Context: an optimization exercise on an open-source flow, tuned for small area. The choices shown serve that exercise and are no tape-out recipe.
RTL that was checked went through simulation tests only; none was proved equivalent to the original.
Power is estimated from default activity; no workload was simulated.

## udp_rx_stack
module udp_rx_stack(
    input               i_clk               ,
    input               i_rst               ,
    input [31:0]        i_local_ip          ,
    input               i_local_ip_valid    ,
    input [15:0]        i_local_port        ,
    input               i_local_port_valid  ,
    input [7:0]         i_GMII_data         ,
    input               i_GMII_valid        ,
    output [47:0]       o_rec_src_mac       ,
    output              o_rec_src_valid     ,
    output              o_crc_error         ,
    output              o_crc_valid         ,
    output [7:0]        o_udp_data          ,
    output [15:0]       o_udp_len           ,
    output              o_udp_last          ,
    output              o_udp_valid         ,
    output [15:0]       o_icmp_seq          ,
    output              o_icmp_reply        ,
    output [47:0]       o_arp_mac           ,
    output [31:0]       o_arp_ip            ,
    output              o_arp_valid         ,
    output              o_arp_reply
);
Size in the first run: ~990 cells after synthesis, about 240 I/O pins, roughly 14000 um^2 of cells after synthesis.
export LEC_CHECK = 0
export CAP_MARGIN = 20
export CORE_MARGIN = 2
export CORE_UTILIZATION = 65
export SLEW_MARGIN = 20
create_clock -name core_clock -period 8.0 [get_ports {i_clk}]
standard.sh (not shown) runs the stock make flow with config.mk's settings and CLKGATE_MAP_FILE= SYNTH_SCRIPT=/design/flow/synth_recipe.tcl, a recipe that flattens the netlist after the stock synthesis.
==> flow/flow/run.sh <==
#!/bin/bash
set -euo pipefail
cd "$(dirname "$0")/.."
export BUFFER_PORTS_ARGS="-buffer_cell sky130_fd_sc_hd__buf_1"
export CTS_ARGS="-sink_clustering_enable -repair_clock_nets -dont_use_dummy_load -buf_list sky130_fd_sc_hd__clkbuf_4 -sink_clustering_size 10 -sink_clustering_max_diameter 50"
bash standard.sh finish > flow_make.log 2>&1
Next try:
==> flow/flow/run.sh (replaced) <==
#!/bin/bash
set -euo pipefail
cd "$(dirname "$0")/.."
export BUFFER_PORTS_ARGS="-buffer_cell sky130_fd_sc_hd__buf_1"
export CTS_ARGS="-sink_clustering_enable -repair_clock_nets -dont_use_dummy_load -buf_list sky130_fd_sc_hd__clkbuf_4 -sink_clustering_size 9 -sink_clustering_max_diameter 60"
bash standard.sh finish > flow_make.log 2>&1
What happened: Worst hold slack gains 0.014 ns; setup slack is worse by 0.0076 ns; final area hardly moves; power grows by 0.69%; wire length stays flat; non-clock buffer count does not change; core utilization rises by 0.10 points; global-route usage is about the same; combinational power goes up by about 0.5%; first-iteration DRC count fell by 1.5%.
No run of this note included a check of the RTL's function; only the layout flow was run.


udp_rx_stack, a different RTL version from the one above (not shown whole).
For scale: about 990 cells after synthesis, ~14000 sq um of cells after synthesis.
==> flow/config.mk <==
export PLATFORM = sky130hd
export DESIGN_NAME = udp_rx_stack
export DESIGN_NICKNAME = udp_rx_stack
export VERILOG_FILES = /design/flow/design.v
export SDC_FILE = /design/flow/constraint.sdc
export NUM_CORES = 4
export LEC_CHECK = 0
export CAP_MARGIN = 20
export CORE_MARGIN = 2
export CORE_UTILIZATION = 65
export SLEW_MARGIN = 20
==> flow/constraint.sdc <==
create_clock -name core_clock -period 8.0 [get_ports {i_clk}]
set_input_delay 1.6000 -clock core_clock [delete_from_list [all_inputs] [get_ports {i_clk}]]
set_output_delay 1.6000 -clock core_clock [all_outputs]
set_load 0.01 [all_outputs]
==> flow/flow/run.sh <==
#!/bin/bash
set -euo pipefail
cd "$(dirname "$0")/.."
export BUFFER_PORTS_ARGS="-buffer_cell sky130_fd_sc_hd__buf_1"
export CTS_ARGS="-sink_clustering_enable -repair_clock_nets -dont_use_dummy_load -buf_list sky130_fd_sc_hd__clkbuf_8 -sink_clustering_size 20 -sink_clustering_max_diameter 80"
bash standard.sh finish > flow_make.log 2>&1
Edit:
==> flow/flow/run.sh (replaced) <==
#!/bin/bash
set -euo pipefail
cd "$(dirname "$0")/.."
export BUFFER_PORTS_ARGS="-buffer_cell sky130_fd_sc_hd__buf_1"
export CTS_ARGS="-sink_clustering_enable -repair_clock_nets -dont_use_dummy_load -buf_list sky130_fd_sc_hd__clkbuf_4 -sink_clustering_size 9 -sink_clustering_max_diameter 60"
bash standard.sh finish > flow_make.log 2>&1
Effect: Total power grows by 1.2%. Cell count grows by 1.7%. Routed wire length grows by 1.2%. Setup slack gets worse by 0.091 ns. Count of clock-buffer cells in the layout grows by 24.


## run B
Another version of the RTL of udp_rx_stack (not shown whole).
Size in the first run: roughly 1000 cells after synthesis, about 390 flip-flops, roughly 240 I/O pins, roughly 0.014 mm² of cells after synthesis.
Settings: LEC_CHECK=0, CAP_MARGIN=20, CORE_MARGIN=2, CORE_UTILIZATION=65, SLEW_MARGIN=20; clock period 8.0 ns.
==> flow/flow/run.sh <==
#!/bin/bash
set -euo pipefail
cd "$(dirname "$0")/.."
export BUFFER_PORTS_ARGS="-buffer_cell sky130_fd_sc_hd__buf_1"
export CTS_ARGS="-sink_clustering_enable -repair_clock_nets -dont_use_dummy_load -buf_list {sky130_fd_sc_hd__clkbuf_4 sky130_fd_sc_hd__clkbuf_8} -sink_clustering_size 12 -sink_clustering_max_diameter 60"
bash standard.sh finish > flow_make.log 2>&1
Run B | stages: all done | timing, DRC, antenna: all pass
The inputs of run E differ from those of run B as listed below.
==> flow/flow/run.sh <==
#!/bin/bash
set -euo pipefail
cd "$(dirname "$0")/.."
export BUFFER_PORTS_ARGS="-buffer_cell sky130_fd_sc_hd__buf_1"
export CTS_ARGS="-sink_clustering_enable -repair_clock_nets -dont_use_dummy_load -buf_list sky130_fd_sc_hd__clkbuf_4 -sink_clustering_size 9 -sink_clustering_max_diameter 60"
bash standard.sh finish > flow_make.log 2>&1
### Flow results
Re share of power burned in combinational logic: run E is 0.8 points up on run B. First-pass GRT wire length across run E and run B: no real change. ~same met3 usage in global routing in run E and run B. In the tables for run E and run B, net count of the finished layout reads lower with run B. Min met3 wirelength from detailed routing across run E and run B: run B.


Setup of v6:
udp_rx_stack, a different RTL version from the one above (not shown whole).
Size: ~1600 cells after synthesis, about 410 flip-flops, about 240 I/O pins.
export LEC_CHECK = 0
export ABC_AREA = 1
export CAP_MARGIN = 20
export CORE_MARGIN = 2
export CORE_UTILIZATION = 40
export SLEW_MARGIN = 20
create_clock -name core_clock -period 8.0 [get_ports {i_clk}]
==> flow/flow/run.sh <==
#!/bin/bash
set -euo pipefail
cd "$(dirname "$0")/.."
export BUFFER_PORTS_ARGS="-buffer_cell sky130_fd_sc_hd__buf_1"
export CTS_ARGS="-sink_clustering_enable -repair_clock_nets -dont_use_dummy_load"
bash standard.sh finish > flow_make.log 2>&1
[inputs] v7 vs v6
Settings: a deleted ABC_AREA that had been 1.
==> flow/run.sh (new file) <==
#!/bin/bash
# synth_recipe.tcl (not shown) runs the flow's synth.tcl, then flattens the netlist and writes it again
# the make line also repeats each setting of config.mk as NAME=value (left out here)
make -C /OpenROAD-flow-scripts/flow DESIGN_CONFIG=/design/flow/config.mk WORK_HOME=/design/flow/orfs CLKGATE_MAP_FILE= SYNTH_SCRIPT=/design/flow/synth_recipe.tcl finish
removed: flow/flow/run.sh
removed: flow/standard.sh
==> summary.txt <==
Sort v6 and v7 by area inside the core boundary desc -> top: v6
In v7 the design area turned out 890 sq um higher than in v6.
Summary — overall die width, v7 relative to v6: lower, by 6.3 microns.
Looking at capturing element of the worst setup path, the o_udp_len[5] result is from v6; the lo08 one comes from v7.
Critical setup path kind: in2async -> v7, reg2out -> v6
Compared with v6, v7 improves routed wire length.
Between v7 and v6, it is v7 whose global-route usage is lower, by 0.31 points.

-- what the ideal ports hide --
The flow's constraints put no driver on any port. The routed layouts listed below were extracted and timed again, unchanged, in two steps.
Step 1: set_driving_cell puts a clkbuf_16 on i_clk and a buf_2 on each other input, an assumption about the parent block.
Step 2 adds t to the input delays and takes it off the output delays; t is the mean of the earliest and latest rising clock arrival at the registers after step 1. Input paths then give back, and output paths get back, about the clock's delay inside the block.
a / b / c = no drivers / after step 1 / after step 2; a / b = the first two.
run	t (ns)	slack for setup (ns)	worst data-port slew with drivers (ns)
the first run of note 1	0.685	3.111 / 3.067 / 3.752	0.06
the second run of note 1	0.683	3.103 / 3.064 / 3.747	0.07
the first run of note 2	0.565	4.030 / 3.989 / 4.554	0.06
the second run of note 2	0.691	3.939 / 3.901 / 4.592	0.07
run B	0.568	3.867 / 3.824 / 4.391	0.08
run E	0.686	3.741 / 3.700 / 4.386	0.08
v6	0.599	5.111 / 5.057 / 4.808	0.06
v7	0.605	4.766 / 4.720 / 4.188	0.06
After both steps every run listed still meets setup and hold. For v7, which loses most, drivers alone change the setup slack by -0.046 ns; drivers and shift together by -0.578 ns. The worst setup slack also covers recovery checks on asynchronous resets.
